Background: an optimization exercise with open tools, aiming at small area, a short achievable clock period and few clock cycles. Do not read the settings as production practice.
At most, simulation tests tie the RTL to the original design; equivalence was not proved.
Only the layout flow was run in runs 2 to 5; the RTL was not checked for function there.
Power is estimated from default activity; no workload was simulated.

==> design.v <==
`timescale 1ns / 1ps
module sign_extend(
	input [5:0] instr,
	input [15:0] imm,
	output reg [17:0] offset
);
parameter BGTZ = 6'b000111;
parameter J = 6'b000010;
always@(*)
begin
	case(instr)
		BGTZ:
			offset <= imm << 2;
		J:
			offset <= imm << 2;
		default:
			offset <= {2'b0, imm};
	endcase
end
endmodule
`timescale 1ns / 1ps
module reg_file(
	input clk,
	input rst_n,
	input [4:0]r1_addr,
	input [4:0]r2_addr,
	input [4:0]r3_addr,
	input [31:0]r3_din,
	input r3_wr,
	output [31:0]r1_dout,
	output [31:0]r2_dout
);
integer i;
reg [31:0]add[31:0];
assign r1_dout = add[r1_addr];  
assign r2_dout = add[r2_addr];
always @ (posedge clk or negedge rst_n)
begin 
	if(~rst_n)
	begin
		for(i = 0; i < 32; i = i + 1)
		begin
			add[i] = 0;
		end
	end
	else if(r3_wr)
	begin
		add[r3_addr] = r3_din;
	end
	else
	begin
		add[r3_addr] = add[r3_addr];
	end
end
endmodule
`timescale 1ns / 1ps
module alu(
	input signed [31:0] alu_a,
   input signed [31:0] alu_b,
   input [2:0]	alu_op,
	output reg zero,
   output reg [31:0] alu_out
);
parameter A_MOV = 0; 	
parameter A_ADD = 1;
parameter A_SUB = 2;
parameter A_AND = 3;
parameter A_OR  = 4;
parameter A_XOR = 5;
parameter A_NOR = 6;
parameter A_JMP = 7;
always @ (*)
	case(alu_op)
		A_MOV:
		begin
			alu_out = alu_b << 15;
			zero = 0;
		end
		A_ADD:
		begin
			alu_out = alu_a + alu_b;
			if(!alu_out[31] && alu_out != 0)
				zero = 1;
			else
				zero = 0;
		end
		A_SUB:
		begin
			alu_out = alu_a - alu_b;
			zero = 0;
		end
		A_AND:
		begin
			alu_out = alu_a & alu_b;
			zero = 0;
		end
		A_OR:
		begin
			alu_out = alu_a | alu_b;
			zero = 0;
		end
		A_XOR:
		begin
			alu_out = alu_a ^ alu_b;
			zero = 0;
		end
		A_NOR:
		begin
			alu_out = ~(alu_a | alu_b);
			zero = 0;
		end
		A_JMP:
		begin
			alu_out = 0;
			zero = 1;
		end
	endcase
endmodule
`timescale 1ns / 1ps
module pc(
	input clk,
	input rst_n,
	input j_en,
	input bgtz_en,
	input PCSrc,
	input [17:0] offset,
	output reg [31:0] pc
);
reg [2:0]curr_state;
reg [2:0]next_state;
parameter S0 = 0;
parameter S1 = 1;
parameter S2 = 2;
parameter S3 = 3;
always @ (posedge clk or negedge rst_n)
begin
	if(!rst_n)
	begin
		pc <= 0;
	end
	else if(PCSrc)
	begin
		if(j_en)
			begin
				if(!offset[17])
					pc <= (pc & 18'b0) + offset;
				else
					pc <= (pc & 18'b0) - (~{14'h3fff, offset} + 1);
			end
			else if(bgtz_en)
			begin
				if(!offset[17])
					pc <= pc + offset;
				else
					pc <= pc - (~{14'h3fff, offset} + 1);
			end
		end
	else if(!PCSrc && curr_state == S1)
		pc <= pc + 4;
end
always @ (posedge clk or negedge rst_n)
begin
if(!rst_n)
	curr_state <= S0;
else
	curr_state <= next_state;
end
always @ (*)
begin
	case(curr_state)
		S0: next_state = S1;
		S1: next_state = S2;
		S2: next_state = S3;
		S3: next_state = S0;
		default: next_state = S0;
	endcase
end
endmodule
`timescale 1ns / 1ps
module cu(
	input clk,
	input rst_n,
	input [5:0]instr,
	output reg [2:0]curr_state,
	output reg IorD,
	output reg Branch,
	output reg j_en,
	output reg bgtz_en,
	output reg RegDst,
	output reg ALUSrc,
	output reg [2:0]ALUControl,
	output reg MemtoReg,
	output reg RegWrite,
	output reg MemWrite
);
reg [2:0] next_state;
parameter S0 = 0;
parameter S1 = 1;
parameter S2 = 2;
parameter S3 = 3;
parameter ADD = 6'b000000;
parameter ADDI = 6'b001000;
parameter SW = 6'b101011;
parameter LW = 6'b100011;
parameter BGTZ = 6'b000111;
parameter J = 6'b000010;
always @ (posedge clk or negedge rst_n)
begin
	if(!rst_n)
	begin
		IorD <= 0;
		Branch <= 0;
		j_en <= 0;
		bgtz_en <= 0;
		RegDst <= 0;
		ALUSrc <= 0;
		ALUControl <= 0;
		MemtoReg <= 0;
		RegWrite <= 0;
		MemWrite <= 0;
	end
	else
	begin
		case(instr)
			ADD:
				if(curr_state == S1)
				begin
					IorD <= 0;
					RegDst <= 1;
					ALUSrc <= 0;
					ALUControl <= 1;
					Branch <= 0;
					MemWrite <= 0;
					MemtoReg <= 0;
					RegWrite <= 0;
					j_en <= 0;
					bgtz_en <= 0;
				end
				else if(curr_state == S2)
				begin
					RegWrite <= 1;
				end
				else if(curr_state == S3)
				begin
					RegWrite <= 0;
				end
			ADDI:
				if(curr_state == S1) 
				begin
					IorD <= 0;
					RegDst <= 0;
					ALUSrc <= 1;
					ALUControl <= 1;
					Branch <= 0;
					MemWrite <= 0;
					MemtoReg <= 0;
					RegWrite <= 0;
					j_en <= 0;
					bgtz_en <= 0;
				end
				else if(curr_state == S2)
				begin
					RegWrite <= 1;
				end
				else if(curr_state == S3)
				begin
					RegWrite <= 0;
				end
			SW:
				if(curr_state == S1)
				begin
					IorD <= 1;
					RegDst <= 1;
					ALUSrc <= 1;
					ALUControl <= 1;
					Branch <= 0;
					RegWrite <= 0;
					MemtoReg <= 0;
					MemWrite <= 1;
					j_en <= 0;
					bgtz_en <= 0;
				end
				else if(curr_state == S2)
				begin
					IorD <= 0;
					MemWrite <= 0;
				end
			LW:
				if(curr_state == S1)
				begin
					IorD <= 1;
					RegDst <= 0;
					ALUSrc <= 1;
					ALUControl <= 1;
					Branch <= 0;
					MemWrite <= 0;
					MemtoReg <= 1;
					RegWrite <= 0;		
					j_en <= 0;
					bgtz_en <= 0;
				end
				else if(curr_state == S2)
				begin
					IorD <= 0;
					RegWrite <= 1;
				end
				else if(curr_state == S3)
				begin
					RegWrite <= 0;
				end
			BGTZ:
				if(curr_state == S1)
				begin
					IorD <= 0;
					RegDst <= 1;
					ALUSrc <= 0;
					ALUControl <= 1;
					Branch <= 1;
					RegWrite <= 0;
					MemWrite <= 0;
					MemtoReg <= 0;
					bgtz_en <= 1;
					j_en <= 0;
				end
				else
				begin
					Branch <= 0;
				end
			J:
				if(curr_state == S1)
				begin
					IorD <= 0;
					RegDst <= 1;
					ALUSrc <= 0;
					ALUControl <= 7;
					Branch <= 1;
					RegWrite <= 0;
					MemWrite <= 0;
					MemtoReg <= 0;
					j_en <= 1;
					bgtz_en <= 0;
				end
				else
				begin
					Branch <= 0;
				end
		endcase
	end
end
always@(posedge clk or negedge rst_n)
begin
	if(!rst_n)
		curr_state <= S0;
	else
		curr_state <= next_state;
end
always@(*)
begin
	case(curr_state)
		S0:
			next_state = S1;
		S1:
			next_state = S2;
		S2:
			next_state = S3;
		S3:
			next_state = S0;
		default:
			next_state = S0;
	endcase
end
endmodule
`timescale 1ns / 1ps
module top(
	input clk, rst_n,
	output [5:0] mem_raddr,
	input [31:0] mem_rdata,
	output mem_we,
	output [5:0] mem_waddr,
	output [31:0] mem_wdata
);
wire IorD;
wire Branch;
wire j_en;
wire bgtz_en;
wire RegDst;
wire ALUSrc;
wire [2:0] ALUControl;
wire MemtoReg;
wire RegWrite;
wire MemWrite;
wire [31:0] pc;
wire [31:0] pc_word;
reg [31:0] ir;
wire [4:0] r3_addr;
wire [31:0] r3_din;
wire [31:0] Memout;
wire [31:0] alu_out;
wire [31:0] r1_dout;
wire [31:0] r2_dout;
wire [31:0] alu_b;
wire PCSrc;
wire Zero;
wire [17:0] offset;
wire [5:0] addrb;
wire [2:0] state;
parameter S0 = 0;
assign PCSrc = Branch & Zero;
assign r3_addr = RegDst ? ir[15:11] : ir[20:16];
assign r3_din = MemtoReg ? Memout : alu_out;
assign alu_b = ALUSrc ? {{16{ir[15]}}, ir[15:0]} : r2_dout;
assign addrb = IorD ? alu_out[5:0] : pc_word[5:0];
assign pc_word = pc >> 2;
always @ (posedge clk)
begin
	if(state == S0)
		ir <= Memout;
end
sign_extend se(
	.instr(ir[31:26]),
	.imm(ir[15:0]),
	.offset(offset)
	);
reg_file register(
	.clk(clk),
	.rst_n(rst_n),
	.r1_addr(ir[25:21]),
	.r2_addr(ir[20:16]),
	.r3_addr(r3_addr),
	.r3_din(r3_din),
	.r3_wr(RegWrite),
	.r1_dout(r1_dout),
	.r2_dout(r2_dout)
);
alu alu_1(
	.alu_a(r1_dout),   
	.alu_b(alu_b),      
	.alu_op(ALUControl), 
	.zero(Zero),       
	.alu_out(alu_out)     
);
assign mem_we = MemWrite;
assign mem_waddr = alu_out[5:0];
assign mem_wdata = r2_dout;
assign mem_raddr = addrb;
assign Memout = mem_rdata;
pc pc_1(
	.clk(clk),		
	.rst_n(rst_n),	
	.j_en(j_en),	
	.bgtz_en(bgtz_en),
	.PCSrc(PCSrc),
	.offset(offset),
	.pc(pc)
);
cu control_unit(
	.clk(clk),			
	.rst_n(rst_n),		
	.instr(ir[31:26]),	
	.curr_state(state),		
	.IorD(IorD),			
	.Branch(Branch),
	.j_en(j_en),
	.bgtz_en(bgtz_en),	
	.RegDst(RegDst),
	.ALUSrc(ALUSrc),
	.ALUControl(ALUControl),
	.MemtoReg(MemtoReg),
	.RegWrite(RegWrite),
	.MemWrite(MemWrite)	
);
endmodule
==> run.sh <==
#!/bin/bash
# synth_recipe.tcl (not shown) runs the flow's synth.tcl, then flattens the netlist and writes it again
# the make line also repeats each setting of config.mk as NAME=value (left out here)
make -C /OpenROAD-flow-scripts/flow DESIGN_CONFIG=/design/flow/config.mk WORK_HOME=/design/flow/orfs CLKGATE_MAP_FILE= SYNTH_SCRIPT=/design/flow/synth_recipe.tcl finish
==> config.mk <==
export PLATFORM = sky130hd
export DESIGN_NAME = top
export DESIGN_NICKNAME = top
export VERILOG_FILES = /design/flow/design.v
export SDC_FILE = /design/flow/constraint.sdc
export NUM_CORES = 8
export LEC_CHECK = 0
export CAP_MARGIN = 20
export CORE_MARGIN = 2
export CORE_UTILIZATION = 25
export PLACE_DENSITY = 0.45
export SLEW_MARGIN = 20
==> constraint.sdc <==
create_clock -name core_clock -period 10.0 [get_ports {clk}]
set_input_delay 2.0000 -clock core_clock [delete_from_list [all_inputs] [get_ports {clk}]]
set_output_delay 2.0000 -clock core_clock [all_outputs]
set_load 0.01 [all_outputs]
==> run summary, run 1 <==
via count=just over 70000; TritonCTS Buffers=between 100 and 150; RSZ-0062 raised after global routing=no; hpwl dp=280000 µm; # port buffers=between 70 and 80; combinational share of power=about a quarter; leakage=31.2 nW; Worst VDD drop=~0.00022 V; period utilisation layout=a little over 90%; post-route minimum period=roughly 9.3 ns; antenna violations before repair=46; # IOs=a little under 80; Main synth FF type=dfrtp_1; ANT nets after route=0; main combinational cell family by area after synthesis=compound AO/OA/AOI/OAI gates; Seq pwr share=a little over two fifths; vias in the first global route=about 65000; Hold Violations, Final=0; Fin Clk Skew=between 0.05 and 0.06 ns; post-CTS setup buffers=0; number of DRC markers in iteration 0=between 15000 and 20000; Syn Nets=7480; Die Y=about 500 µm; Synth Area in Compound Gates=31.4%; worst skew pair latency=~0.87 ns; chip width=502 µm; Pre-antenna DRT Iters=13; Internal=9.28 mW; CP max stage cell=edfxtp_1; CTS tree=yes; clock tree sinks=about 1100; Initial Utilization=25.2%; Mapped Avg Cell Area=between 8 and 9 µm²; Post-Synth Adder-Cell Area=2.18%; post-synthesis sequential area ratio=43.8%; post-CTS sizing=0; post-route setup slack=0.676 ns; CP required=8.00 ns; Total Wirelength=~460000 µm; GRT Overall Usage=between 30% and 40%; CTS clk-pin slew, worst paths=roughly 0.060 ns; post-synthesis xor/xnor area fraction=less than 1%; Die ar.=0.252 mm²; CP max stage delay=around 0.9 ns; post-synthesis cell count=approximately 7300; Simple-Gate Fraction of Synth Area=about 16%; CP Max Fanout=20; setup_tns=0 ns; hold buffers post-CTS=0; FMAX=~110 MHz; mux cell area share after synthesis=less than 1%; post-placement setup slack=around 1.8 ns; drt drc=0; Layout area overhead=17.1%; layout cells sized above 1=9.81%; worst hold path class=register to register; critical-path cell list=or3b_1 > nor2_4 > buf_4 > a22oi_1 > nand2_1 > nor4_1 > nand4_1 > o22ai_1 > nor2_1 > a21oi_1 > inv_1 > ha_1 > nor2b_1 > a21oi_1 > nor2b_1 > xnor2_1 > o21ai_0 > mux2_2 > clkdlybuf4s50_1; final setup vio count=0; H-tree depth=4; outcome=finished clean; gpl congestion=between 1 and 1.5; CTS max path bufs=3; pwr dens=roughly 210 mW/mm²; kind of critical path=register to output port; row count=~180; Critical Path Start Type=register; mapped cell area=about 0.062 mm²; global-route wire length before repair=around 610000 µm; Worst Path Arrival=~7.3 ns; total gr overflow=0; Slew headroom=between 10% and 20%; CTS root buf=clkbuf_16; net switching power=6.17 mW; synth warn=7; Clock power frac=33.3%; element type at the critical path end=output port; WL per Instance=between 40 and 50 µm; Post-synth EDFFs=32; Final #Nets=approximately 7300; via/cell ratio=~6.7; Async SR Flop Fraction=about 97%; Slew Limit Fails=0; Sw Ratio=roughly two fifths; Tightest Pin Transition=~1.3 ns; Layout Utilization=about 30%; number of max-cap violations=0; pin count of the biggest net entering global routing=~150; Netlist cell types=a little over 100; core footprint=0.246 mm²; #FFs+latches synth=1078
[logic make-up after synthesis]
group | count (synthesis)
AOI/OAI and AO/OA | 2921
xor gates and xnor gates | 43
adders and majority gates | 107
buffers and inverters | 827
DFF | 1078
muxes | 35
and+or+nand+nor | 2328
[per-stage QoR]
stage	cells	hold WS [ns]	total power, mW	area [µm²]
global route	10591	0.540	15.9	72500
finish	10637	0.507	15.5	72600
detailed placement	10342	0.497	10.1	67900
CTS	10580	0.515	15.2	72400
global placement	10342	0.492	10.0	67800
floorplan	7339	0.466	7.90	62000
[cell usage in the layout (no fill, tap or decap), types with 38 or more instances in the layout]
cell,count
nand2_1,1483
dfrtp_1,1043
o21ai_0,1018
a22oi_1,946
buf_4,264
a21oi_1,203
a221oi_1,194
a22o_1,190
nor2_1,189
inv_1,149
clkbuf_16,138
nand4_1,114
ha_1,104
nand3_1,102
nor2_4,84
nor4_1,82
clkdlybuf4s50_1,77
diode_2,54
o21a_1,53
o21ai_1,46
nor3_1,45
a222oi_1,38
[sequential cells by signal, indices dropped and copies added, names as in the netlist]
name,cells
register.add,1024
ir,32
pc_1.pc,8
control_unit.ALUControl,2
control_unit.curr_state,2
pc_1.curr_state,2
control_unit.ALUSrc,1
control_unit.Branch,1
control_unit.IorD,1
control_unit.MemWrite,1
control_unit.MemtoReg,1
control_unit.RegDst,1
control_unit.RegWrite,1
control_unit.bgtz_en,1
[path summary, 6_finish.rpt]
path	from	to	slack, ns	cells past startpoint
min in group asynchronous	rst_n	register.add[14][11]	1.22	1
max	ir[20]	mem_raddr[5]	0.68	19
max reg2reg	ir[20]	pc_1.pc[4]	1.44	26
max in group asynchronous	rst_n	register.add[16][20]	6.50	3
min reg2reg	control_unit.Branch	control_unit.Branch	0.51	1
min	control_unit.Branch	control_unit.Branch	0.51	1
[power groups by stage]
stage	combinational [mW]	sequential, mW	clock (mW)
2_1_floorplan	2.11	5.79	0
3_3_place_gp	3.62	6.42	0
3_5_place_dp	3.65	6.41	0
4_1_cts	3.66	6.34	5.18
5_1_grt	4.09	6.45	5.34
6_report	3.84	6.46	5.15
[cell type report]
type | count | area, µm²
clock inverter | 54 | 614
timing repair buffer | 371 | 3340
multi-input combinational | 5434 | 32800
fill | 26157 | 174000
inverter | 150 | 563
tap | 3312 | 4140
clock buffer | 184 | 3890
antenna | 54 | 135
sequential | 1078 | 27100
[worst max-delay path: cells and delay by family, from the launching register on]
family | cells | cell delay, ns
AOI/OAI and AO/OA | 5 | 2.32
and+or+nand+nor | 8 | 1.72
buffers and inverters | 3 | 0.93
DFF | 1 | 0.88
muxes | 1 | 0.26
adders and majority gates | 1 | 0.23
xor gates and xnor gates | 1 | 0.11
[synthesized netlist by cell type, drive strengths merged, types with 29 or more instances]
library cell | number | area share (%)
inv | 149 | 0.90
o22ai | 33 | 0.33
nor3 | 57 | 0.49
nand3 | 104 | 0.85
mux2i | 32 | 0.52
nor2 | 276 | 1.7
a21oi | 224 | 1.8
and3 | 29 | 0.29
nand4 | 114 | 1.2
a22oi | 946 | 11
clkbuf | 554 | 3.4
nor4 | 83 | 0.85
o32ai | 31 | 0.44
buf | 123 | 0.95
o21a | 53 | 0.64
dfrtp | 1046 | 42
o21ai | 1069 | 8.6
a221oi | 194 | 2.7
a222oi | 38 | 0.61
nand2 | 1518 | 9.2
a22o | 190 | 2.7
xnor2 | 30 | 0.42
edfxtp | 32 | 1.5
ha | 105 | 2.1
[per-layer routing]
| metal | GRT usage (%) | routed length (µm) | up-vias |
|---|---|---|---|
| met1 | 43.0 | 169000 | 34909 |
| li1 | - | - | 26843 |
| met3 | 16.4 | 67100 | 2466 |
| met5 | 0.656 | 523 | - |
| met4 | 24.3 | 40400 | 36 |
| met2 | 48.2 | 179000 | 7308 |
Testbench counts, summed over its fixed seeds: cycles 62,368.
==> run 2, diff against run 1 <==
==> design.v (replaced) <==
module sign_extend(
	input [15:0] imm,
	output [31:0] ext
);
assign ext = {{16{imm[15]}}, imm};
endmodule
module reg_file(
	input clk,
	input rst_n,
	input [4:0] r1_addr,
	input [4:0] r2_addr,
	input [4:0] r3_addr,
	input [31:0] r3_din,
	input r3_wr,
	output [31:0] r1_dout,
	output [31:0] r2_dout
);
reg [31:0] rf [0:31];
reg [31:0] rv;
always @(posedge clk)
	if (r3_wr)
		rf[r3_addr] <= r3_din;
always @(posedge clk or negedge rst_n)
	if (!rst_n)
		rv <= 32'd0;
	else if (r3_wr)
		rv[r3_addr] <= 1'b1;
assign r1_dout = rv[r1_addr] ? rf[r1_addr] : 32'd0;
assign r2_dout = rv[r2_addr] ? rf[r2_addr] : 32'd0;
endmodule
module alu(
	input [31:0] alu_a,
	input [31:0] alu_b,
	output [31:0] alu_out,
	output gtz
);
assign alu_out = alu_a + alu_b;
assign gtz = !alu_out[31] && (alu_out != 32'd0);
endmodule
module pc(
	input [31:0] word,
	input [5:0] pc1,
	output redir,
	output [5:0] tgt
);
wire is_j = word[31:26] == 6'b000010;
wire is_b = word[31:26] == 6'b000111;
assign redir = is_j | (is_b & word[15]);
assign tgt = is_j ? word[5:0] : pc1 + word[5:0];
endmodule
module cu(
	input [5:0] op,
	output is_add,    
	output is_addi,
	output is_lw,
	output is_sw,
	output is_bgtz
);
assign is_addi = op == 6'b001000;
assign is_add = (op == 6'b000000) | is_addi;
assign is_lw = op == 6'b100011;
assign is_sw = op == 6'b101011;
assign is_bgtz = op == 6'b000111;
endmodule
module top(
	input clk, rst_n,
	output [5:0] mem_raddr,
	input [31:0] mem_rdata,
	output mem_we,
	output [5:0] mem_waddr,
	output [31:0] mem_wdata
);
reg        fvalid;       
reg [5:0]  fpc;          
reg [5:0]  npc;          
reg        svalid;
reg [31:0] sw_word;
reg [5:0]  spc;
reg        sredir;
reg [5:0]  stgt;
reg        dvalid;
reg [31:0] ir;
reg [5:0]  dpc;
reg        dredir;       
reg [5:0]  dtgt;
reg        evalid;
reg        e_add, e_lw, e_sw, e_bgtz, e_pred;
reg [31:0] e_a, e_b;
reg [5:0]  e_imm;
reg [4:0]  e_dest;
reg [5:0]  e_alt;        
reg        lwb;          
reg        redir;
reg [5:0]  redir_addr;
wire kill = redir;
wire       f_redir;
wire [5:0] f_tgt;
pc pd(.word(mem_rdata), .pc1(npc), .redir(f_redir), .tgt(f_tgt));
wire [31:0] sum;
wire        gtz;
alu alu_1(.alu_a(e_a), .alu_b(e_b), .alu_out(sum), .gtz(gtz));
wire [5:0] maddr = e_a[5:0] + e_imm;
wire e_go  = evalid & ~kill;
wire e_lw0 = e_go & e_lw;           
wire        rf_we = (e_go & e_add) | lwb;
wire [31:0] rf_wd = lwb ? mem_rdata : sum;
wire d_add, d_addi, d_lw, d_sw, d_bgtz;
cu dec(.op(ir[31:26]), .is_add(d_add), .is_addi(d_addi), .is_lw(d_lw),
       .is_sw(d_sw), .is_bgtz(d_bgtz));
wire [4:0] rs = ir[25:21];
wire [4:0] rt = ir[20:16];
wire [31:0] r1, r2;
reg_file register(
	.clk(clk), .rst_n(rst_n),
	.r1_addr(rs), .r2_addr(rt),
	.r3_addr(e_dest), .r3_din(rf_wd), .r3_wr(rf_we),
	.r1_dout(r1), .r2_dout(r2)
);
wire [31:0] simm;
sign_extend se(.imm(ir[15:0]), .ext(simm));
wire [31:0] opa = (rf_we && e_dest == rs) ? rf_wd : r1;
wire [31:0] opb_r = (rf_we && e_dest == rt) ? rf_wd : r2;
wire [31:0] opb = d_addi ? simm : opb_r;
wire dfire = dvalid & ~kill & ~e_lw0;
wire dtake = dfire & dredir;
wire [5:0] raddr = kill ? redir_addr :
                   e_lw0 ? maddr :
                   dtake ? dtgt : npc;
wire fetching = ~(~kill & e_lw0);
assign mem_raddr = raddr;
assign mem_we = e_go & e_sw;
assign mem_waddr = maddr;
assign mem_wdata = e_b;
wire sw_hit = (dvalid & (dpc == maddr)) | (svalid & (spc == maddr)) |
              (fvalid & (fpc == maddr)) | (fetching & (raddr == maddr));
wire e_redir = e_go & ((e_bgtz & (gtz ^ e_pred)) | (e_sw & sw_hit));
wire d_accept = ~dvalid | dfire;
always @(posedge clk or negedge rst_n)
	if (!rst_n) begin
		fvalid <= 1'b0;
		fpc <= 6'd0;
		npc <= 6'd0;
		svalid <= 1'b0;
		dvalid <= 1'b0;
		evalid <= 1'b0;
		lwb <= 1'b0;
		redir <= 1'b0;
	end else begin
		fvalid <= fetching;
		fpc <= raddr;
		if (fetching)
			npc <= raddr + 6'd1;
		redir <= e_redir;
		lwb <= e_lw0;
		if (kill) begin
			dvalid <= 1'b0;
			svalid <= 1'b0;
			evalid <= 1'b0;
		end else begin
			evalid <= dfire;
			if (d_accept) begin
				if (dtake) begin
					dvalid <= 1'b0;
					svalid <= 1'b0;
				end else if (svalid) begin
					dvalid <= 1'b1;
					svalid <= fvalid;
				end else begin
					dvalid <= fvalid;
				end
			end else begin
				svalid <= fvalid;
			end
		end
	end
always @(posedge clk) begin
	redir_addr <= e_alt;
	if (~kill) begin
		if (d_accept & ~dtake) begin
			if (svalid) begin
				ir <= sw_word;
				dpc <= spc;
				dredir <= sredir;
				dtgt <= stgt;
			end else begin
				ir <= mem_rdata;
				dpc <= fpc;
				dredir <= f_redir;
				dtgt <= f_tgt;
			end
		end
		if (svalid ? (d_accept & ~dtake) : ~d_accept) begin
			sw_word <= mem_rdata;
			spc <= fpc;
			sredir <= f_redir;
			stgt <= f_tgt;
		end
		if (dfire) begin
			e_add <= d_add;
			e_lw <= d_lw;
			e_sw <= d_sw;
			e_bgtz <= d_bgtz;
			e_pred <= dredir;
			e_a <= opa;
			e_b <= opb;
			e_imm <= ir[5:0];
			e_dest <= (ir[31:26] == 6'b000000) ? ir[15:11] : rt;
			e_alt <= (dredir | d_sw) ? dpc + 6'd1 : dtgt;
		end
	end
end
endmodule
==> run summary, run 2 <==
outcome=finished clean; Main synth FF type=edfxtp_1; CTS clk-pin slew, worst paths=0.06 ns; mux cell area share after synthesis=between 20% and 30%; setup_tns=0 ns; FMAX=approximately 170 MHz; hold buffers post-CTS=0; Die Y=493 µm; Pre-antenna DRT Iters=7; Worst R2R Path Depth=6; Slew headroom=22.3%; via count=about 33000; Netlist cell types=72; Tightest Pin Transition=between 1 and 1.5 ns; Mapped Avg Cell Area=about 19 µm²; pwr dens=about 400 mW/mm²; # fillers=between 20000 and 25000; Worst VDD drop=roughly 0.00027 V; CP Max Fanout=19; #FFs+latches synth=~1300; Slew Limit Fails=0; worst skew pair latency=0.81 ns; net switching power=about 11 mW; Total Wirelength=204000 µm; Critical Path Start Type=register; Sw Ratio=roughly 39%; row count=approximately 180; Syn Nets=between 3000 and 4000; Worst Path Arrival=roughly 4.0 ns; post-route setup slack=around 4.0 ns; Post-Synth Adder-Cell Area=~1.1%; CTS tree=yes; most common cell after layout, fill and taps aside=edfxtp_1; leakage=22.3 nW; RSZ-0062 raised after global routing=no; Internal=between 15 and 20 mW; Seq pwr share=a little over a third; antenna violations before repair=6; kind of critical path=register to output port; via/cell ratio=5.09; Post-synth EDFFs=between 1000 and 1500; vias in the first global route=around 34000; Async SR Flop Fraction=3.95%; post-CTS sizing=0; core footprint=about 0.24 mm²; post-synthesis cell count=roughly 3100; number of max-cap violations=0; element type at the critical path end=output port; Simple-Gate Fraction of Synth Area=roughly 2.6%; most frequent cells in the layout=1200 x edfxtp_1, 660 x mux4_2, 150 x clkbuf_16, 105 x nand2_1, 98 x a21oi_1; Final #Nets=3332; post-synthesis xor/xnor area fraction=roughly 1.1%; chip width=just under 500 µm; WL per Instance=just over 30 µm; cell with the most instances after synthesis=edfxtp_1; mapped cell area=~0.06 mm²; gpl congestion=0.865; post-placement setup slack=slightly below 5 ns; GRT Overall Usage=roughly 17%; # IOs=79; Worst Hold Path Cells=0; CP required=8.00 ns; combinational share of power=between 40% and 50%; final setup vio count=0; pin count of the biggest net entering global routing=roughly 110; post-route minimum period=5.96 ns; clock tree sinks=1266; Layout area overhead=16.6%; ANT nets after route=0; Die ar.=between 0.2 and 0.25 mm²; Fin Clk Skew=a little over 0.03 ns; CTS max path bufs=3; Initial Utilization=between 20 and 30%; TritonCTS Buffers=between 100 and 150; main combinational cell family by area after synthesis=multiplexers; Hold Violations, Final=0; Synth Area in Compound Gates=approximately 3.3%; post-synthesis sequential area ratio=between 60% and 70%; global-route wire length before repair=between 200000 and 300000 µm; hpwl dp=~120000 µm; CTS root buf=clkbuf_16; layout cells sized above 1=33.6%; number of DRC markers in iteration 0=roughly 3200; Area contributors post-synth=edfxtp_1 60%, mux4_2 25%, dfrtp_1 2.1%; Final Instance Area=approximately 0.07 mm²; total gr overflow=0; # port buffers=between 70 and 80; post-CTS setup buffers=0; drt drc=0; H-tree depth=4; Synth top cells by count=1200 x edfxtp_1, 660 x mux4_2, 129 x clkbuf_1, 129 x nor2_1, 109 x nand2_1; Layout Utilization=29.3%; period utilisation layout=approximately 60%; Clock power frac=about a fifth; max reg flops=1024; post-placement cell area=around 0.065 mm²; synth warn=2; worst hold path class=register to register; Synth top area share=between 60% and 70%; hold slack=around 0.34 ns; Yosys top cell by area=edfxtp_1
[run 2: final timing paths]
check	start	to	slack, ns
worst max register to register	lwb	register.rf[19][10]	5.69
min in group asynchronous	rst_n	fpc[4]	1.30
worst max-delay path	redir	mem_raddr[2]	4.04
worst min-delay path	e_alt[5]	redir_addr[5]	0.34
max in group asynchronous	rst_n	lwb	8.15
worst min register to register	e_alt[5]	redir_addr[5]	0.34
[run 2: cells by family after synthesis]
kind of cell	Yosys count
flops	1266
mux	804
buf+inv	265
fa+ha+maj	50
compound gates	311
xor+xnor	77
simple gates	347
[run 2: cell type report]
| type | instances | area [µm²] | share of cell area [%] |
|---|---|---|---|
| diodes | 1 | 2.50 | 0.00358 |
| clock buffers | 179 | 3870 | 5.54 |
| clock inverters | 83 | 803 | 1.15 |
| inverters | 60 | 225 | 0.322 |
| multi-input cells | 1589 | 21600 | 30.9 |
| flip-flops and latches | 1266 | 37600 | 53.9 |
| well taps | 3167 | 3960 | 5.67 |
| repair buffers | 186 | 1730 | 2.48 |
[run 2: power groups by stage]
stage	Combinational (mW)	Clock [mW]	Sequential [mW]
2_1_floorplan	8.16	0	9.43
3_3_place_gp	12.6	0	10.1
3_5_place_dp	12.7	0	10.0
4_1_cts	12.7	5.46	9.94
5_1_grt	13.5	5.64	10.0
6_report	12.5	5.34	9.93
[run 2: worst max-delay path, cell delays in order (launching register included)]
cell and delay (ns):
dfrtp_1 0.71, and2b_1 0.31, nand2_1 0.48, inv_1 0.32, a21oi_1 0.24, a21oi_1 0.06, o21ai_1 0.40, clkdlybuf4s50_1 0.64
[run 2: metrics by stage]
stage / power (mW) / instances
4_1_cts: 28.1 / 6530
2_1_floorplan: 17.6 / 3120
6_report: 27.8 / 6531
3_3_place_gp: 22.6 / 6262
3_5_place_dp: 22.7 / 6268
5_1_grt: 29.1 / 6530
[run 2: layer usage]
metal  GRT usage, %  share of wire (%)
met2           27.4                 49
met4           4.65                2.6
met5              0              0.032
met3           2.61                5.6
met1           22.4                 43
==> run 3, diff against run 2 <==
==> design.v (replaced) <==
module sign_extend(
	input [15:0] imm,
	output [31:0] ext
);
assign ext = {{16{imm[15]}}, imm};
endmodule
module reg_file(
	input clk,
	input rst_n,
	input [4:0] r1_addr,
	input [4:0] r2_addr,
	input [4:0] r3_addr,
	input [31:0] r3_din,
	input r3_wr,
	output [31:0] r1_dout,
	output [31:0] r2_dout
);
reg [31:0] rf [0:31];
reg [31:0] rv;
always @(posedge clk)
	if (r3_wr)
		rf[r3_addr] <= r3_din;
always @(posedge clk or negedge rst_n)
	if (!rst_n)
		rv <= 32'd0;
	else if (r3_wr)
		rv[r3_addr] <= 1'b1;
assign r1_dout = rv[r1_addr] ? rf[r1_addr] : 32'd0;
assign r2_dout = rv[r2_addr] ? rf[r2_addr] : 32'd0;
endmodule
module alu(
	input [31:0] alu_a,
	input [31:0] alu_b,
	output [31:0] alu_out,
	output gtz
);
assign alu_out = alu_a + alu_b;
assign gtz = !alu_out[31] && (alu_out != 32'd0);
endmodule
module pc(
	input [31:0] word,
	input [5:0] wpc,
	output redir,
	output [5:0] tgt
);
wire is_j = word[31:26] == 6'b000010;
wire is_b = word[31:26] == 6'b000111;
assign redir = is_j | (is_b & word[15]);
assign tgt = is_j ? word[5:0] : wpc + word[5:0] + 6'd1;
endmodule
module cu(
	input [5:0] op,
	output is_add,    
	output is_addi,
	output is_lw,
	output is_sw,
	output is_bgtz
);
assign is_addi = op == 6'b001000;
assign is_add = (op == 6'b000000) | is_addi;
assign is_lw = op == 6'b100011;
assign is_sw = op == 6'b101011;
assign is_bgtz = op == 6'b000111;
endmodule
module top(
	input clk, rst_n,
	output [5:0] mem_raddr,
	input [31:0] mem_rdata,
	output mem_we,
	output [5:0] mem_waddr,
	output [31:0] mem_wdata
);
reg [5:0]  raddr_q;      
reg        ra_fetch;     
reg [5:0]  npc;          
reg        fvalid;       
reg [5:0]  fpc;          
reg        svalid;
reg [31:0] sk_word;
reg [5:0]  spc;
reg        sredir;
reg [5:0]  stgt;
reg        dvalid;
reg [31:0] ir;
reg [5:0]  dpc;
reg        dredir;       
reg        dpend;        
reg [5:0]  dtgt;
reg        evalid;
reg        e_add, e_lw, e_sw, e_bgtz, e_pred;
reg [31:0] e_a, e_b;
reg [5:0]  e_maddr;
reg [4:0]  e_dest;
reg [5:0]  e_alt;        
reg        we_q;         
reg        lwb;          
reg        kill;         
wire       f_redir;
wire [5:0] f_tgt;
pc pd(.word(mem_rdata), .wpc(fpc), .redir(f_redir), .tgt(f_tgt));
wire [31:0] sum;
wire        gtz;
alu alu_1(.alu_a(e_a), .alu_b(e_b), .alu_out(sum), .gtz(gtz));
wire e_go = evalid & ~kill;
wire e_lw0 = e_go & e_lw;           
wire        rf_we = (e_go & e_add) | lwb;
wire [31:0] rf_wd = lwb ? mem_rdata : sum;
wire d_add, d_addi, d_lw, d_sw, d_bgtz;
cu dec(.op(ir[31:26]), .is_add(d_add), .is_addi(d_addi), .is_lw(d_lw),
       .is_sw(d_sw), .is_bgtz(d_bgtz));
wire [4:0] rs = ir[25:21];
wire [4:0] rt = ir[20:16];
wire [31:0] r1, r2;
reg_file register(
	.clk(clk), .rst_n(rst_n),
	.r1_addr(rs), .r2_addr(rt),
	.r3_addr(e_dest), .r3_din(rf_wd), .r3_wr(rf_we),
	.r1_dout(r1), .r2_dout(r2)
);
wire [31:0] simm;
sign_extend se(.imm(ir[15:0]), .ext(simm));
wire [31:0] opa = (rf_we && e_dest == rs) ? rf_wd : r1;
wire [31:0] opb_r = (rf_we && e_dest == rt) ? rf_wd : r2;
wire [31:0] opb = d_addi ? simm : opb_r;
wire [5:0]  maddr = opa[5:0] + ir[5:0];
wire dlive = dvalid & ~kill;
wire dfire = dlive & ~e_lw0;
wire flive = fvalid & ~kill;
wire sw_hit = (dvalid & (dpc == e_maddr)) | (svalid & (spc == e_maddr)) |
              (fvalid & (fpc == e_maddr)) | (ra_fetch & (raddr_q == e_maddr));
wire e_mis = e_go & ((e_bgtz & (gtz ^ e_pred)) | (e_sw & sw_hit));
wire req_lw = dfire & d_lw;
wire req_d  = dlive & dpend;
wire req_f  = flive & f_redir;
wire take_d = ~req_lw & req_d;                  
wire take_f = ~req_lw & ~req_d & req_f;
wire [5:0] seq_addr = take_d ? dtgt : take_f ? f_tgt : npc;
wire d_accept = ~dvalid | dfire;
wire f_keep = flive & ~take_d;                  
always @(posedge clk or negedge rst_n)
	if (!rst_n) begin
		raddr_q <= 6'd0;
		ra_fetch <= 1'b1;
		npc <= 6'd1;
		fvalid <= 1'b0;
		svalid <= 1'b0;
		dvalid <= 1'b0;
		dpend <= 1'b0;
		evalid <= 1'b0;
		we_q <= 1'b0;
		lwb <= 1'b0;
		kill <= 1'b0;
	end else begin
		kill <= e_mis;
		lwb <= e_lw0;
		we_q <= dfire & d_sw & ~e_mis;
		evalid <= dfire;
		if (e_mis) begin
			raddr_q <= e_alt;
			npc <= e_alt + 6'd1;
			ra_fetch <= 1'b1;
		end else if (req_lw) begin
			raddr_q <= maddr;
			ra_fetch <= 1'b0;
		end else begin
			raddr_q <= seq_addr;
			npc <= seq_addr + 6'd1;
			ra_fetch <= 1'b1;
		end
		fvalid <= ra_fetch & ~take_d & ~take_f;
		if (kill) begin
			dvalid <= 1'b0;
			svalid <= 1'b0;
			dpend <= 1'b0;
		end else if (d_accept) begin
			if (svalid) begin
				dvalid <= ~take_d;
				dpend <= 1'b0;
				svalid <= f_keep;
			end else begin
				dvalid <= f_keep;
				dpend <= f_keep & req_f & req_lw;
			end
		end else begin
			if (take_d)
				dpend <= 1'b0;
			svalid <= f_keep;
		end
	end
always @(posedge clk) begin
	fpc <= raddr_q;
	e_alt <= (dredir | d_sw) ? dpc + 6'd1 : dtgt;
	e_a <= opa;
	e_b <= opb;
	e_maddr <= maddr;
	e_add <= d_add;
	e_lw <= d_lw;
	e_sw <= d_sw;
	e_bgtz <= d_bgtz;
	e_pred <= dredir;
	if (dfire)
		e_dest <= (ir[31:26] == 6'b000000) ? ir[15:11] : rt;
	if (d_accept) begin
		if (svalid) begin
			ir <= sk_word;
			dpc <= spc;
			dredir <= sredir;
			dtgt <= stgt;
		end else begin
			ir <= mem_rdata;
			dpc <= fpc;
			dredir <= f_redir;
			dtgt <= f_tgt;
		end
	end
	if (svalid ? d_accept : ~d_accept) begin
		sk_word <= mem_rdata;
		spc <= fpc;
		sredir <= f_redir;
		stgt <= f_tgt;
	end
end
assign mem_raddr = raddr_q;
assign mem_we = we_q;
assign mem_waddr = e_maddr;
assign mem_wdata = e_b;
endmodule
==> run summary, run 3 <==
outcome=finished clean; CTS root buf=clkbuf_16; mapped cell area=between 0.05 and 0.06 mm²; period utilisation layout=53.2%; most common cell after layout, fill and taps aside=edfxtp_1; hpwl dp=between 100000 and 150000 µm; Slew headroom=a little over a fifth; post-synthesis cell count=3104; Syn Nets=about 3200; element type at the critical path end=register; Sw Ratio=between 30% and 40%; Initial Utilization=25.1%; met2 Track Usage GR=26.3%; post-synthesis sequential area ratio=between 60% and 70%; via/cell ratio=about 5.1; # port buffers=78; WL per Instance=between 30 and 40 µm; Layout area overhead=16.1%; cell with the most instances after synthesis=edfxtp_1; Worst VDD drop=about 0.00021 V; Seq pwr share=between 30% and 40%; Mapped Avg Cell Area=~19 µm²; Post-synth EDFFs=1119; H-tree depth=4; met3 Usage GRT=between 2 and 2.5%; Critical Path Start Type=register; most frequent cells in the layout=1119 x edfxtp_1, 660 x mux4_2, 150 x clkbuf_16, 100 x nand2_1, 99 x nor2_1; critical-path cell list=ha_1 > nand2_1 > or4_1 > nor4_1 > o21ai_1 > a31oi_1 > xor2_1 > a21oi_1 > and4_1 > a31oi_1 > nand3_2 > o21ai_0 > ha_1 > inv_1 > nor2_1 > nand2_1 > xnor2_1 > nor2_1 > a211oi_1 > a21oi_1; row count=roughly 180; Final #Nets=around 3300; pin count of the biggest net entering global routing=127; number of max-cap violations=0; Fin Clk Skew=around 0.032 ns; Tot Pwr=~22 mW; Final Instance Area=0.0687 mm²; TritonCTS Buffers=approximately 150; Die Y=slightly below 500 µm; Synth top cells by count=1119 x edfxtp_1, 660 x mux4_2, 140 x clkbuf_1, 132 x nor2_1, 104 x nand2_1; layout cells sized above 1=between 30% and 40%; CP Max Fanout=28; setup_tns=0 ns; clock tree sinks=~1300; final setup vio count=0; leakage=~22 nW; Synth top area share=56.8%; global-route wire length before repair=281000 µm; Total Wirelength=204000 µm; Area contributors post-synth=edfxtp_1 57%, mux4_2 25%, dfxtp_1 3.3%; vias in the first global route=~34000; Async SR Flop Fraction=about 4.2%; combinational share of power=around two fifths; FMAX=between 150 and 200 MHz; Die ar.=~0.24 mm²; post-placement setup slack=approximately 4.6 ns; chip width=slightly below 500 µm; CTS clk-pin slew, worst paths=0.06 ns; post-CTS sizing=0; CP max stage cell=or4_1; Yosys top cell by area=edfxtp_1; CTS max path bufs=3; Bufs and invs on worst path=1; hold buffers post-CTS=0; post-route minimum period=5.32 ns; synth warn=2; drt drc=0; post-placement cell area=approximately 0.064 mm²; Worst Path Arrival=roughly 6 ns; max reg flops=about 1000; CP required=between 10 and 15 ns; met1 usage in global routing=between 20% and 30%; #FFs+latches synth=between 1000 and 1500; antenna violations before repair=4; delay-heaviest family, CP=simple AND/OR/NAND/NOR gates; kind of critical path=register to register; pwr dens=about 320 mW/mm²; ANT nets after route=0; gpl congestion=~0.83; # IOs=between 70 and 80; post-route setup slack=~4.7 ns; Main synth FF type=edfxtp_1; Clock power frac=23.1%; worst hold path class=register to register; net switching power=roughly 8 mW; Netlist cell types=73; post-CTS setup buffers=0; Slew Limit Fails=0; total gr overflow=0; RSZ-0062 raised after global routing=no; number of DRC markers in iteration 0=approximately 3600; Top Usage Layer GRT=met2; Pre-antenna DRT Iters=5; CTS tree=yes; CP max stage delay=roughly 0.51 ns; via count=~33000; GRT Overall Usage=16.6%; Internal=between 10 and 15 mW; core footprint=between 0.2 and 0.25 mm²; Hold Violations, Final=0; Tightest Pin Transition=around 1.2 ns; worst skew pair latency=~0.80 ns
run 3: cell count changes in the layout (fill, tap and decap cells not counted), moves of 7 or more:
cell,before,now
a21oi_1,98,56
a221oi_1,3,29
buf_4,96,83
bufinv_16,13,5
clkbuf_1,28,52
clkinv_1,32,20
clkinv_2,26,11
dfxtp_1,6,87
edfxtp_1,1200,1119
mux2_2,69,97
mux2i_1,74,38
nor2b_1,1,8
nor3_1,21,12
o21ai_0,46,36
run 3: layout make-up:
class | instances | area (µm²)
Tap cell | 3150 | 3940
Multi-Input combinational cell | 1571 | 21700
Fill cell | 23166 | 167000
Sequential cell | 1269 | 36900
Timing Repair Buffer | 167 | 1520
Antenna cell | 1 | 2.50
Clock buffer | 205 | 3990
Clock inverter | 51 | 453
Inverter | 57 | 214
run 3: cell families after synthesis:
group,Yosys count,synth area share [%]
multiplexers,797,27.6
adder cells (fa/ha/maj),50,1.10
XOR/XNOR,83,1.23
AND/OR/NAND/NOR,349,2.72
flip-flops,1269,62.3
AO/OA/AOI/OAI,292,3.31
buffers and inverters,264,1.70
run 3: power groups by stage:
stage	sequential (mW)	combinational, mW	clock [mW]
after detailed placement	8.27	8.98	0
final	8.16	8.87	5.11
after global routing	8.23	9.43	5.42
after floorplan	7.67	6.13	0
after global placement	8.28	8.99	0
after CTS	8.17	9.01	5.23
run 3: final timing paths:
path | startpoint | to | slack [ns] | cells after the start
worst max-delay path | e_b[17] | npc[4] | 4.68 | 20
worst min-delay path | dredir | e_pred | 0.45 | 0
worst max register to register | e_b[17] | npc[4] | 4.68 | 20
worst min register to register | dredir | e_pred | 0.45 | 0
max in group asynchronous | rst_n | svalid | 8.10 | 2
min in group asynchronous | rst_n | register.rv[12] | 1.34 | 2
run 3: routing by layer:
metal | up-vias | part of all wire [%]
li1 | 13348 | -
met1 | 18273 | 45
met2 | 1237 | 47
met3 | 250 | 6.0
met4 | 0 | 2.5
met5 | - | 0
run 3: per-stage QoR:
stage / util, % / hold slack, ns / std cells
after detailed placement: 27.3 / 0.409 / 6214
after floorplan: - / 0.349 / 3104
final: 29.2 / 0.447 / 6471
after global routing: 29.2 / 0.461 / 6470
after CTS: 29.2 / 0.443 / 6470
after global placement: 27.3 / 0.439 / 6214
==> run 4, diff against run 3 <==
--- a/config.mk
+++ b/config.mk
@@ -5,8 +5,10 @@
 export SDC_FILE = /design/flow/constraint.sdc
 export NUM_CORES = 8
 export LEC_CHECK = 0
+export ABC_CLOCK_PERIOD_IN_PS = 3000
 export CAP_MARGIN = 20
 export CORE_MARGIN = 2
 export CORE_UTILIZATION = 25
 export PLACE_DENSITY = 0.45
+export SETUP_SLACK_MARGIN = 5
 export SLEW_MARGIN = 20
==> run summary, run 4 <==
gpl congestion=0.833; element type at the critical path end=register; Slew headroom=about a fifth; GRT Overall Usage=about 17%; worst setup path startpoint=e_b[18]; RSZ-0062 raised after global routing=yes; post-placement setup slack=between 4 and 5 ns; Syn Nets=around 3200; CTS max path bufs=3; CP max stage cell=or4_1; global-route wire length before repair=~280000 µm; layout cells sized above 1=approximately 35%; worst skew pair latency=0.81 ns; Synth top area share=a little under three fifths; pin count of the biggest net entering global routing=between 100 and 150; mapped cell area=0.0592 mm²; Total Wirelength=between 200000 and 250000 µm; Pre-antenna DRT Iters=5; most frequent cells in the layout=1119 x edfxtp_1, 660 x mux4_2, 150 x clkbuf_16, 101 x buf_4, 100 x nand2_1; post-synthesis cell count=about 3100; #FFs+latches synth=approximately 1300; Yosys top cell by area=edfxtp_1; ANT nets after route=0; CTS tree=yes; post-synthesis sequential area ratio=between 60% and 70%; Worst VDD drop=approximately 0.00022 V; Mapped Avg Cell Area=19.1 µm²; post-route setup slack=roughly 5.2 ns; row count=about 180; CP required=about 11 ns; Die ar.=around 0.24 mm²; WL per Instance=around 31 µm; hold buffers post-CTS=0; period utilisation layout=approximately 48%; # port buffers=around 80; CTS clk-pin slew, worst paths=around 0.06 ns; Netlist cell types=between 70 and 80; core footprint=0.235 mm²; Initial Utilization=around a quarter; most common cell after layout, fill and taps aside=edfxtp_1; leakage=approximately 22 nW; Critical Path Start Type=register; Async SR Flop Fraction=about 4.2%; Final #Nets=between 3000 and 4000; antenna violations before repair=4; critical-path cell list=ha_1 > nand2_1 > or4_1 > nor4_1 > o21ai_1 > a31oi_1 > xor2_2 > a21oi_1 > and4_1 > a31oi_4 > nand3_4 > o21ai_1 > ha_2 > inv_1 > nor2_1 > nand2_1 > xnor2_1 > nor2_1 > a211oi_1 > a21oi_1; total gr overflow=0; number of DRC markers in iteration 0=about 3600; via count=33243; setup_tns=0 ns; clock tree sinks=1269; synth warn=2; Layout area overhead=16.7%; Post-synth EDFFs=1119; Worst R2R Start=e_b[18]; vias in the first global route=33833; number of max-cap violations=0; TritonCTS Buffers=between 100 and 150; Area contributors post-synth=edfxtp_1 57%, mux4_2 25%, dfxtp_1 3.3%; CP Max Fanout=11; Main synth FF type=edfxtp_1; outcome=finished clean; Die Y=around 490 µm; CP max stage delay=approximately 0.51 ns; FMAX=roughly 210 MHz; max reg flops=1024; Slew Limit Fails=0; CTS root buf=clkbuf_16; drt drc=0; kind of critical path=register to register; Worst Path Arrival=around 5.5 ns; post-route minimum period=4.81 ns; hpwl dp=roughly 110000 µm; Fin Clk Skew=between 0.03 and 0.04 ns; final setup vio count=0; chip width=approximately 490 µm; Hold Violations, Final=0; via/cell ratio=approximately 5.1; Tightest Pin Transition=about 1.2 ns; # IOs=between 70 and 80; H-tree depth=4; worst hold path class=register to register; pwr dens=around 320 mW/mm²; Synth top cells by count=1119 x edfxtp_1, 660 x mux4_2, 140 x clkbuf_1, 132 x nor2_1, 104 x nand2_1; Hold Path Origin=dredir; cell with the most instances after synthesis=edfxtp_1
run 4: changes by cell type in the layout (fill, tap and decap cells not counted), moves of 2 or more:
cell and delta:
o21ai_0 -2, xor2_2 +3, xor2_1 -3, buf_16 +2, ha_2 +4, ha_1 -4
buf_4 +18
run 4: worst paths after layout:
| check | endpoint | slack (ns) | depth (start not counted) |
|---|---|---|---|
| min reg2reg | e_pred | 0.45 | 0 |
| max reg2reg | npc[4] | 5.19 | 20 |
| max in group asynchronous | svalid | 8.08 | 2 |
| min in group asynchronous | register.rv[12] | 1.34 | 2 |
| min | e_pred | 0.45 | 0 |
| max | npc[4] | 5.19 | 20 |
run 4: repair_timing:
action,in CTS,in global routing
pin swaps,0,3
resized for setup,4,18
setup buffers,1,19
cloned,1,1
setup endpoints to repair,3,3
run 4: kinds of logic after synthesis:
logic type                 after synthesis  synth area share, %
AOI/OAI and AO/OA                      292                 3.31
xor gates and xnor gates                83                 1.23
adders and majority gates               50                 1.10
buffers and inverters                  264                 1.70
DFF                                   1269                 62.3
muxes                                  797                 27.6
and+or+nand+nor                        349                 2.72
run 4: layout make-up:
cell class	count	area, µm²
Inverter	57	214
Tap cell	3150	3940
Timing Repair Buffer	188	1740
Sequential cell	1269	36900
Fill cell	23140	166000
Antenna cell	1	2.50
Multi-Input combinational cell	1572	21800
Clock inverter	51	453
Clock buffer	205	3990
run 4: critical path, delay by kind of cell (launching register included):
| kind | cells | cell delay [ns] |
|---|---|---|
| compound gates | 7 | 1.42 |
| xor+xnor | 2 | 0.49 |
| fa+ha+maj | 2 | 0.69 |
| buf+inv | 1 | 0.06 |
| flops | 1 | 0.33 |
| simple gates | 8 | 1.69 |
run 4: power by group:
part           internal [mW]  switching, mW
Combinational           4.04           5.06
Sequential              7.29          0.823
Clock                   2.91           2.20
run 4: per-layer routing:
| layer | part of all wire, % | routed length, µm | GRT usage (%) | vias to the layer above |
|---|---|---|---|---|
| met5 | 0 | 0 | 0 | - |
| met4 | 2.5 | 5120 | 4.62 | 0 |
| met3 | 5.6 | 11400 | 2.44 | 252 |
| met2 | 47 | 95700 | 26.4 | 1168 |
| met1 | 45 | 92300 | 23.8 | 18431 |
| li1 | - | - | - | 13392 |
run 4: per-stage QoR:
| stage | std cells | hold slack (ns) | area [µm²] | util (%) | power, mW |
|---|---|---|---|---|---|
| floorplan | 3104 | 0.349 | 59200 | - | 13.8 |
| global placement | 6214 | 0.439 | 64200 | 27.3 | 17.3 |
| detailed placement | 6214 | 0.409 | 64200 | 27.3 | 17.3 |
| CTS | 6472 | 0.443 | 68800 | 29.2 | 22.5 |
| global route | 6492 | 0.461 | 69000 | 29.3 | 23.3 |
| finish | 6493 | 0.448 | 69000 | 29.3 | 22.3 |
==> run 5, diff against run 4 <==
--- a/design.v
+++ b/design.v
@@ -12,11 +12,12 @@
 	input [4:0] r3_addr,
 	input [31:0] r3_din,
 	input r3_wr,
-	output [31:0] r1_dout,
-	output [31:0] r2_dout
+	output reg [31:0] r1_dout,
+	output reg [31:0] r2_dout
 );
 reg [31:0] rf [0:31];
 reg [31:0] rv;
+integer i;
 always @(posedge clk)
 	if (r3_wr)
 		rf[r3_addr] <= r3_din;
@@ -25,8 +26,14 @@
 		rv <= 32'd0;
 	else if (r3_wr)
 		rv[r3_addr] <= 1'b1;
-assign r1_dout = rv[r1_addr] ? rf[r1_addr] : 32'd0;
-assign r2_dout = rv[r2_addr] ? rf[r2_addr] : 32'd0;
+always @(*) begin
+	r1_dout = 32'd0;
+	r2_dout = 32'd0;
+	for (i = 0; i < 32; i = i + 1) begin
+		r1_dout = r1_dout | ({32{rv[i] && r1_addr == i}} & rf[i]);
+		r2_dout = r2_dout | ({32{rv[i] && r2_addr == i}} & rf[i]);
+	end
+end
 endmodule
 module alu(
 	input [31:0] alu_a,
@@ -35,18 +42,21 @@
 	output gtz
 );
 assign alu_out = alu_a + alu_b;
-assign gtz = !alu_out[31] && (alu_out != 32'd0);
+wire zero = ((alu_a ^ alu_b) == {alu_a[30:0] | alu_b[30:0], 1'b0});
+assign gtz = ~alu_out[31] & ~zero;
 endmodule
 module pc(
 	input [31:0] word,
 	input [5:0] wpc,
 	output redir,
-	output [5:0] tgt
+	output [5:0] tgt,
+	output [5:0] tgt1
 );
 wire is_j = word[31:26] == 6'b000010;
 wire is_b = word[31:26] == 6'b000111;
 assign redir = is_j | (is_b & word[15]);
 assign tgt = is_j ? word[5:0] : wpc + word[5:0] + 6'd1;
+assign tgt1 = is_j ? word[5:0] + 6'd1 : wpc + word[5:0] + 6'd2;
 endmodule
 module cu(
 	input [5:0] op,
@@ -79,25 +89,26 @@
 reg [31:0] sk_word;
 reg [5:0]  spc;
 reg        sredir;
-reg [5:0]  stgt;
+reg [5:0]  stgt, stgt1;
 reg        dvalid;
 reg [31:0] ir;
 reg [5:0]  dpc;
 reg        dredir;       
 reg        dpend;        
-reg [5:0]  dtgt;
+reg [5:0]  dtgt, dtgt1;   
 reg        evalid;
 reg        e_add, e_lw, e_sw, e_bgtz, e_pred;
 reg [31:0] e_a, e_b;
 reg [5:0]  e_maddr;
 reg [4:0]  e_dest;
 reg [5:0]  e_alt;        
+reg [5:0]  e_alt1;       
 reg        we_q;         
 reg        lwb;          
 reg        kill;         
 wire       f_redir;
-wire [5:0] f_tgt;
-pc pd(.word(mem_rdata), .wpc(fpc), .redir(f_redir), .tgt(f_tgt));
+wire [5:0] f_tgt, f_tgt1;
+pc pd(.word(mem_rdata), .wpc(fpc), .redir(f_redir), .tgt(f_tgt), .tgt1(f_tgt1));
 wire [31:0] sum;
 wire        gtz;
 alu alu_1(.alu_a(e_a), .alu_b(e_b), .alu_out(sum), .gtz(gtz));
@@ -119,10 +130,13 @@
 );
 wire [31:0] simm;
 sign_extend se(.imm(ir[15:0]), .ext(simm));
-wire [31:0] opa = (rf_we && e_dest == rs) ? rf_wd : r1;
-wire [31:0] opb_r = (rf_we && e_dest == rt) ? rf_wd : r2;
-wire [31:0] opb = d_addi ? simm : opb_r;
-wire [5:0]  maddr = opa[5:0] + ir[5:0];
+wire fwd_a = rf_we && e_dest == rs;
+wire fwd_b = rf_we && e_dest == rt;
+wire [31:0] opa = fwd_a ? rf_wd : r1;
+wire [31:0] opb = d_addi ? simm : fwd_b ? rf_wd : r2;
+wire [5:0]  maddr_f = rf_wd[5:0] + ir[5:0];
+wire [5:0]  maddr_r = r1[5:0] + ir[5:0];
+wire [5:0]  maddr = fwd_a ? maddr_f : maddr_r;
 wire dlive = dvalid & ~kill;
 wire dfire = dlive & ~e_lw0;
 wire flive = fvalid & ~kill;
@@ -135,6 +149,9 @@
 wire take_d = ~req_lw & req_d;                  
 wire take_f = ~req_lw & ~req_d & req_f;
 wire [5:0] seq_addr = take_d ? dtgt : take_f ? f_tgt : npc;
+wire [5:0] seq_addr1 = take_d ? dtgt1 : take_f ? f_tgt1 : npc + 6'd1;
+wire [5:0] ra_next = req_lw ? maddr : seq_addr;
+wire [5:0] npc_next = req_lw ? npc : seq_addr1;
 wire d_accept = ~dvalid | dfire;
 wire f_keep = flive & ~take_d;                  
 always @(posedge clk or negedge rst_n)
@@ -155,18 +172,9 @@
 		lwb <= e_lw0;
 		we_q <= dfire & d_sw & ~e_mis;
 		evalid <= dfire;
-		if (e_mis) begin
-			raddr_q <= e_alt;
-			npc <= e_alt + 6'd1;
-			ra_fetch <= 1'b1;
-		end else if (req_lw) begin
-			raddr_q <= maddr;
-			ra_fetch <= 1'b0;
-		end else begin
-			raddr_q <= seq_addr;
-			npc <= seq_addr + 6'd1;
-			ra_fetch <= 1'b1;
-		end
+		raddr_q <= e_mis ? e_alt : ra_next;
+		npc <= e_mis ? e_alt1 : npc_next;
+		ra_fetch <= e_mis | ~req_lw;
 		fvalid <= ra_fetch & ~take_d & ~take_f;
 		if (kill) begin
 			dvalid <= 1'b0;
@@ -190,6 +198,7 @@
 always @(posedge clk) begin
 	fpc <= raddr_q;
 	e_alt <= (dredir | d_sw) ? dpc + 6'd1 : dtgt;
+	e_alt1 <= (dredir | d_sw) ? dpc + 6'd2 : dtgt1;
 	e_a <= opa;
 	e_b <= opb;
 	e_maddr <= maddr;
@@ -206,11 +215,13 @@
 			dpc <= spc;
 			dredir <= sredir;
 			dtgt <= stgt;
+			dtgt1 <= stgt1;
 		end else begin
 			ir <= mem_rdata;
 			dpc <= fpc;
 			dredir <= f_redir;
 			dtgt <= f_tgt;
+			dtgt1 <= f_tgt1;
 		end
 	end
 	if (svalid ? d_accept : ~d_accept) begin
@@ -218,6 +229,7 @@
 		spc <= fpc;
 		sredir <= f_redir;
 		stgt <= f_tgt;
+		stgt1 <= f_tgt1;
 	end
 end
 assign mem_raddr = raddr_q;
==> run summary, run 5 <==
pwr dens=roughly 270 mW/mm²; Fin Clk Skew=approximately 0.033 ns; layout cells sized above 1=between 10 and 15%; Tot Pwr=around 17 mW; vias in the first global route=42508; Layout area overhead=17.6%; pin count of the biggest net entering global routing=60; CTS clk-pin slew, worst paths=~0.06 ns; Final #Nets=4223; Tightest Pin Transition=1.29 ns; number of max-cap violations=0; CTS max path bufs=3; mapped cell area=between 0.05 and 0.06 mm²; worst skew pair latency=slightly above 0.8 ns; kind of critical path=register to register; synth warn=2; post-route setup slack=5.03 ns; row count=around 170; Bufs and invs on worst path=3; H-tree depth=4; GRT Overall Usage=around 25%; Die Y=477 µm; post-route minimum period=approximately 5.0 ns; leakage=between 20 and 25 nW; Worst R2R Path Depth=17; FMAX=~200 MHz; Worst Path Arrival=around 5.6 ns; Initial Utilization=between 20% and 30%; Total Wirelength=between 200000 and 300000 µm; #FFs+latches synth=1277; global-route wire length before repair=about 390000 µm; post-synthesis sequential area ratio=66.5%; most frequent cells in the layout=1131 x edfxtp_1, 526 x a22oi_1, 256 x a221oi_1, 245 x a22o_1, 162 x nand4_1; Async SR Flop Fraction=between 4 and 5%; RSZ-0062 raised after global routing=yes; CP required=between 10 and 15 ns; max reg flops=between 1000 and 1500; Worst VDD drop=0.000146 V; Synth top cells by count=1131 x edfxtp_1, 526 x a22oi_1, 262 x clkbuf_1, 256 x a221oi_1, 245 x a22o_1; via/cell ratio=between 6 and 7; post-placement setup slack=approximately 4.5 ns; Critical Path Start Type=register; delay-heaviest family, CP=simple AND/OR/NAND/NOR gates; Syn Nets=between 4000 and 5000; hold buffers post-CTS=0; Yosys top cell by area=edfxtp_1; Mapped Avg Cell Area=~14 µm²; CP Max Fanout=21; CP max stage cell=and3_2; ANT nets after route=0; Die ar.=approximately 0.23 mm²; gpl congestion=around 0.91; # fillers=22352; worst hold path class=register to register; via count=~45000; outcome=finished clean; Hold Violations, Final=0; clock tree sinks=~1300; # IOs=slightly below 80; CTS root buf=clkbuf_16; cell with the most instances after synthesis=edfxtp_1; post-synthesis cell count=about 4000; hpwl dp=around 170000 µm; total gr overflow=0; most common cell after layout, fill and taps aside=edfxtp_1; Main synth FF type=edfxtp_1; antenna violations before repair=16; period utilisation layout=49.7%; Area contributors post-synth=edfxtp_1 61%, a22oi_1 7.1%, a221oi_1 4.0%; critical-path cell list=nor2b_1 > and3_2 > buf_4 > a22oi_1 > nand4_1 > nor3_1 > a21oi_1 > ha_1 > inv_1 > fa_1 > inv_1 > a21o_1 > a21oi_1 > xnor2_1 > nor2_1 > nor2_1 > mux2_4; CP max stage delay=0.82 ns; Post-synth EDFFs=around 1100; element type at the critical path end=register; Crit. path cell count=17; Slew Limit Fails=0; # port buffers=78; final setup vio count=0; CTS tree=yes; Synth top area share=between 60% and 70%; post-CTS setup buffers=0; post-CTS sizing=0; Worst Hold Path Cells=0; drt drc=0; Pre-antenna DRT Iters=11; Slew headroom=approximately 14%; core footprint=between 0.2 and 0.25 mm²; Netlist cell types=72; setup_tns=0 ns; WL per Instance=~40 µm; number of DRC markers in iteration 0=between 9000 and 10000; TritonCTS Buffers=~150; chip width=approximately 480 µm
==> run 5: where the power goes <==
part           total (mW)  leakage [nW]  switching (mW)  internal, mW
clock network        5.51          2.39            2.30          3.22
registers            7.83          11.9           0.529          7.30
logic                4.12          7.62            2.90          1.22
total                17.5          21.9            5.73          11.7
==> run 5: cell families (layout without fill, tap and decap cells) <==
group | Yosys count | in the layout | synth area share (%)
flip-flops | 1277 | 1277 | 66.5
AO/OA/AOI/OAI | 1341 | 1341 | 18.4
multiplexers | 80 | 80 | 1.61
other | 0 | 3 | 0
AND/OR/NAND/NOR | 717 | 717 | 6.65
XOR/XNOR | 128 | 128 | 2.01
adder cells (fa/ha/maj) | 85 | 85 | 1.94
buffers and inverters | 413 | 597 | 2.86
==> run 5: final timing paths <==
kind	startpoint	endpoint	slack, ns
max	ir[24]	raddr_q[4]	5.03
min	dredir	e_pred	0.38
max reg2reg	ir[24]	raddr_q[4]	5.03
min reg2reg	dredir	e_pred	0.38
min in group asynchronous	rst_n	svalid	1.37
max in group asynchronous	rst_n	lwb	8.02
==> run 5: metrics by stage <==
| stage | instance area (µm²) | cells | util [%] | hold WS (ns) |
|---|---|---|---|---|
| global route | 65700 | 7200 | 29.6 | 0.395 |
| detailed placement | 60800 | 6929 | 27.4 | 0.369 |
| finish | 65700 | 7203 | 29.6 | 0.384 |
| floorplan | 55900 | 4041 | - | 0.349 |
| CTS | 65600 | 7199 | 29.6 | 0.384 |
| global placement | 60800 | 6929 | 27.4 | 0.377 |
==> run 5: final cells by class <==
cell class / count / area (µm²) / area share (%)
Sequential cell: 1277 / 37200 / 56.5
Clock buffer: 194 / 4120 / 6.28
Inverter: 89 / 334 / 0.508
Antenna cell: 3 / 7.51 / 0.0114
Timing Repair Buffer: 238 / 1990 / 3.03
Clock inverter: 76 / 729 / 1.11
Multi-Input combinational cell: 2351 / 17600 / 26.8
Tap cell: 2975 / 3720 / 5.66
==> run 5: per-layer routing <==
layer / GRT usage [%] / part of all wire (%)
met2: 36.4 / 42
met4: 13.3 / 6.7
met5: 0.147 / 0.050
met1: 31.7 / 37
met3: 9.29 / 15

## static timing again, ports no longer ideal
In the flow no input, the clock included, has a driving cell. The finished layouts below were timed again as built, in two steps. Step 1, drivers: a clkbuf_16 drives clk and a buf_2 each remaining input, both assumed. Step 2, shift: input delay + t, output delay - t, t = (earliest + latest rising clock arrival at the registers) / 2. This alone moves slack from input paths to output paths. a / b / c = no drivers / after step 1 / after step 2; a / b = the first two.
| run | shift t [ns] | setup slack, ns | worst setup path at the end | worst slew at a driven data input, ns | pins driven straight from the clock port |
|---|---|---|---|---|---|
| run 1 | 0.953 | 0.676 / 0.570 / 1.441 | register to register | 0.06 | 1 |
| run 2 | 0.881 | 4.041 / 3.955 / 4.837 | register to output | 0.11 | 1 |
| run 3 | 0.871 | 4.682 / 4.682 / 4.565 | input to register | 0.05 | 1 |
| run 4 | 0.873 | 5.193 / 5.193 / 4.671 | input to register | 0.06 | 1 |
| run 5 | 0.882 | 5.032 / 5.032 / 4.448 | input to register | 0.10 | 1 |
After both steps every run listed still meets setup and hold. The setup slack of run 5, which loses most, moves by 0.000 ns with the drivers and by -0.584 ns with both steps.
